This is an optimization exercise on Yosys and OpenROAD, whose aim is small area, a short achievable clock period and few clock cycles, not a production implementation. Function was checked by simulation only, so behaviour that the tests miss may differ from the original.

==> flow/design.v (outline; a module is shown in full before it is edited, if it fits) <==
// module matriz_determ5x5: 7287 lines
module matriz_determ5x5 (
	input wire [199:0] matriz_A,
	input clk,
	input start,
	output reg done,
	output reg [31:0] det
);
  // ...
==> flow/run.sh <==
#!/bin/bash
# synth_recipe.tcl (not shown) runs the flow's synth.tcl, then flattens the netlist and writes it again
# the make line also repeats each setting of config.mk as NAME=value (left out here)
make -C /OpenROAD-flow-scripts/flow DESIGN_CONFIG=/design/flow/config.mk WORK_HOME=/design/flow/orfs CLKGATE_MAP_FILE= SYNTH_SCRIPT=/design/flow/synth_recipe.tcl finish
==> flow/config.mk <==
export PLATFORM = sky130hd
export DESIGN_NAME = matriz_determ5x5
export DESIGN_NICKNAME = matriz_determ5x5
export VERILOG_FILES = /design/flow/design.v
export SDC_FILE = /design/flow/constraint.sdc
export NUM_CORES = 4
export LEC_CHECK = 0
export CAP_MARGIN = 20
export CORE_MARGIN = 2
export CORE_UTILIZATION = 20
export PLACE_DENSITY = 0.3
export SLEW_MARGIN = 20
==> flow/constraint.sdc <==
create_clock -name core_clock -period 30.0 [get_ports {clk}]
set_input_delay 6.0000 -clock core_clock [delete_from_list [all_inputs] [get_ports {clk}]]
set_output_delay 6.0000 -clock core_clock [all_outputs]
set_load 0.01 [all_outputs]
==> notes.md, run 1 <==
Inverters: 1585
clk_skew: 71.3 ps
uppermost layer routed: met5
R2R setup slack: 22450 ps
post-synthesis compound-gate area fraction: 0.0295
Synth area leader: fa_1
fraction of registers with async set/reset: 0
vias in the first global route: 67300
status: timing/DRC/antenna clean
Nets: 11300
area of the multi-input gates: 70000 sq um
Syn Area/Cell: 10.1 sq um
worst hold start: R[37]
Ant. Diodes: 13
CP top delay family: buffers and inverters
GR peak layer: met2
post-route insts no fill: 14400
Final setup viols: 0
layout cells sized above 1: 0.0632
WL/cell: 24.2 microns
Adder-Cell Fraction of Synth Area: 0.543
CORE AREA: 430000 sq um
number of synthesized flops with an enable pin: 0
via/cell ratio: 3.99
clock buffer depth: 4
post-layout util: 0.228
Layout fillers: 46400
met2 Resource Use GR: 0.270
largest net degree at the start of global routing: 82
grt met3 use: 0.0165
largest family of logic cells by synthesized area: adder cells
starting density of the core: 0.201
Fin. Hold Viols: 0
met1 usage: 0.228
Testbench counts, summed over its fixed seeds: cycles 3,456.
==> run 2, diff against run 1 <==
--- a/flow/config.mk
+++ b/flow/config.mk
@@ -9,4 +9,4 @@
 export CORE_MARGIN = 2
-export CORE_UTILIZATION = 20
-export PLACE_DENSITY = 0.3
+export CORE_UTILIZATION = 45
+export PLACE_DENSITY = 0.6
 export SLEW_MARGIN = 20
==> run 2 against run 1 <==
Cell area decreased by 5.1%; highest routed layer unchanged; still clean on timing, DRC and antenna; non-clock buffer count fell by 49; critical path type unchanged; hold slack improved by 6.9 ps; utilization increased by 26 points; largest cell class unchanged; sequential share of layout area up 0.48 points.
==> notes.md, run 2 <==
Layout fillers: 17800 (was 46400)
# clock sinks: 445 (unchanged)
status: timing/DRC/antenna clean (unchanged)
critical path data arrival time: 1800 ps (was 1980 ps)
GRT Util Overall: 0.277 (was 0.162)
DRC errors left: 0 (unchanged)
Fin. Hold Viols: 0 (unchanged)
Nets: 11300 (about the same)
First-pass DRT Iterations: 8 (was 5)
top flop regs: R x200, det x32 (unchanged)
via/cell ratio: 5.26 (was 3.99)
Post-CTS Setup Bufs: 0 (unchanged)
hpwl dp: 200000 microns (was 266000 microns)
WL/cell: 23.5 microns (was 24.2 microns)
critical path peak fanout: 2 (unchanged)
CTS Buf Count: 56 (was 78)
fin worst setup slack: 22200 ps (was 22020 ps)
Synth area leader: fa_1 (unchanged)
CTS resizes: 0 (unchanged)
Congestion Overflow GR: 0 (unchanged)
Seq/Total Area, Yosys: 0.103 (unchanged)
clk_skew: 49.6 ps (was 71.3 ps)
synth top area cells: fa_1, and2_1, dfxtp_1 (unchanged)
post-route ant nets: 0 (unchanged)
vias in the first global route: 66700 (was 67300)
Setup TNS: 0 ps (unchanged)
port bufs: 234 (unchanged)
layout cells sized above 1: 0.0538 (was 0.0632)
Critical Path RT: 24000 ps (about the same)
fin. max-slew vios: 0 (unchanged)
Rel. slew slack: 0.169 (was 0.263)
starting density of the core: 0.453 (was 0.201)
slowest CP cell: clkdlybuf4s50_1 (unchanged)
worst path bufs/invs: 1 (unchanged)
final estimated routing congestion in global placement: 0.934 (was 0.800)
boundary pin count: 235 (unchanged)
Tightest Hold Check Type: flop to flop (unchanged)
Yosys top cell area share: 0.493 (unchanged)
die span in y: 442 microns (was 661 microns)
CP Cell Sequence: clkdlybuf4s50_1 (unchanged)
dpl cells: 11000 (was 14300)
Cell Rows: 160 (was 241)
CTS root buf: clkbuf_16 (unchanged)
leading cell types in the layout, fill and taps excluded: fa_1, and2_1, inv_1 (unchanged)
Post-CTS Hold Fix Bufs: 0 (unchanged)
unrepaired setup endpoints after global routing: no (unchanged)
top_reg_cell synth: dfxtp_1 (unchanged)
CP Class: flop to primary output (unchanged)
fraction of registers with async set/reset: 0 (unchanged)
most frequent cell after synthesis: fa_1 (unchanged)
Slew @ Worst Pin: 1240 ps (was 1100 ps)
first-pass GRT wire length: 408000 microns (was 506000 microns)
maximum clock frequency: 128 MHz (was 125 MHz)
Die ar.: 195000 sq um (was 437000 sq um)
synth unique cells: 67 (unchanged)
most flop-heavy register: R (unchanged)
Initial DRC Count: 3992 (was 2841)
CP top delay family: buffers and inverters (unchanged)
CP max stage delay: 640 ps (was 630 ps)
Syn Area/Cell: 10.1 sq um (unchanged)
clock buffer depth: 3 (was 4)
fin crit share: 0.260 (was 0.266)
area delta synth->final: 7.96% (was 13.8%)
antenna violations before repair: 9 (was 50)
R2R setup slack: 22510 ps (was 22450 ps)
CORE AREA: 190000 sq um (was 430000 sq um)
most common cell after layout, fill and taps aside: fa_1 (unchanged)
max reg flops: 200 (unchanged)
htree depth: 2 (was 3)
Post-Synthesis Cells: 8547 (unchanged)
Die Span X: 442 microns (was 661 microns)
crit start category: flop (unchanged)
Yosys reg bits: 445 (unchanged)
Place WS: 22570 ps (was 22340 ps)
syn_nets: 11200 (unchanged)
Post-synth top cells: fa_1, and2_1, inv_1, nand2_1, dfxtp_1 (unchanged)
synth warn: 1 (unchanged)
largest net degree at the start of global routing: 74 (was 82)
routed wire length: 263000 microns (was 349000 microns)
mapped cell area: 86300 sq um (unchanged)
number of synthesized flops with an enable pin: 0 (unchanged)
Max Cap Violations: 0 (unchanged)
CTS tree: done (unchanged)
min cycle time layout: 7800 ps (was 7980 ps)
total vias in the final route: 58700 (was 57600)
Reg clk slew, reported paths: 60 ps (was 50 ps)
critical path endpoint category: primary output (unchanged)
post-route insts no fill: 11200 (was 14400)
Final setup viols: 0 (unchanged)
worst skew pair latency: 700 ps (was 840 ps)
-- run 2: cell counts after synthesis --
Identical to the previous run, type by type.
-- run 2: cells by family after synthesis --
kind of cell | synth area share
mux | 0.0264
fa+ha+maj | 0.543
buf+inv | 0.0864
compound gates | 0.0295
flops | 0.103
xor+xnor | 0.0205
simple gates | 0.190
-- run 2: path summary, 6_finish.rpt --
kind | from | end | cells past startpoint
max reg2reg | p01a[1] | det[29] | 21
min reg2reg | R[25] | R[17] | 1
max | det[31] | det[31] | 1
min | R[25] | R[17] | 1
-- run 2: area by class of cell --
type	instances	area (sq um)	share of cell area
multi-input cells	6146	70000	0.751
repair buffers	360	3280	0.0352
inverters	1585	5950	0.0638
flip-flops and latches	445	8930	0.0958
clock buffers	73	1600	0.0171
clock inverters	28	324	0.00348
diodes	8	20.0	0.000215
well taps	2511	3140	0.0337
-- run 2: per-layer routing --
metal,vias up,part of all wire,global-route usage
li1,25100,-,-
met1,30800,0.41,0.367
met2,2231,0.48,0.463
met3,529,0.074,0.0444
met4,4,0.036,0.0886
met5,-,0.00011,0
-- run 2: through the flow --
step / instance area (sq um) / hold WS (ps) / utilization
CTS: 93200 / 456 / 0.489
global placement: 91300 / 437 / 0.479
global route: 93200 / 461 / 0.489
floorplan: 86300 / 434 / -
finish: 93200 / 454 / 0.490
detailed placement: 91300 / 441 / 0.479

separate check: timing with driven ports:
Ports are ideal in the flow. The routed layouts listed here were re-timed in OpenROAD. Step 1 (the two cells are an assumption about what drives the block):
set clk [get_ports {clk}]
set_driving_cell -lib_cell sky130_fd_sc_hd__clkbuf_16 $clk
set_driving_cell -lib_cell sky130_fd_sc_hd__buf_2 [delete_from_list [all_inputs] $clk]
Step 2, shift: input delay + t, output delay - t, t = (earliest + latest rising clock arrival at the registers) / 2. This alone moves slack from input paths to output paths. a / b / c = ideal / step 1 / step 2; a / b = the first two.
| run | t, ns | slack for setup (ns) | latest minus earliest clock arrival (ns) | worst slew at a driven data input, ns |
|---|---|---|---|---|
| run 1 | 0.913 | 22.020 / 21.915 / 22.451 | 0.073 / 0.073 | 0.16 |
| run 2 | 0.766 | 22.197 / 22.109 / 22.515 | 0.056 / 0.055 | 0.07 |
After both steps setup and hold are still met in every run listed.
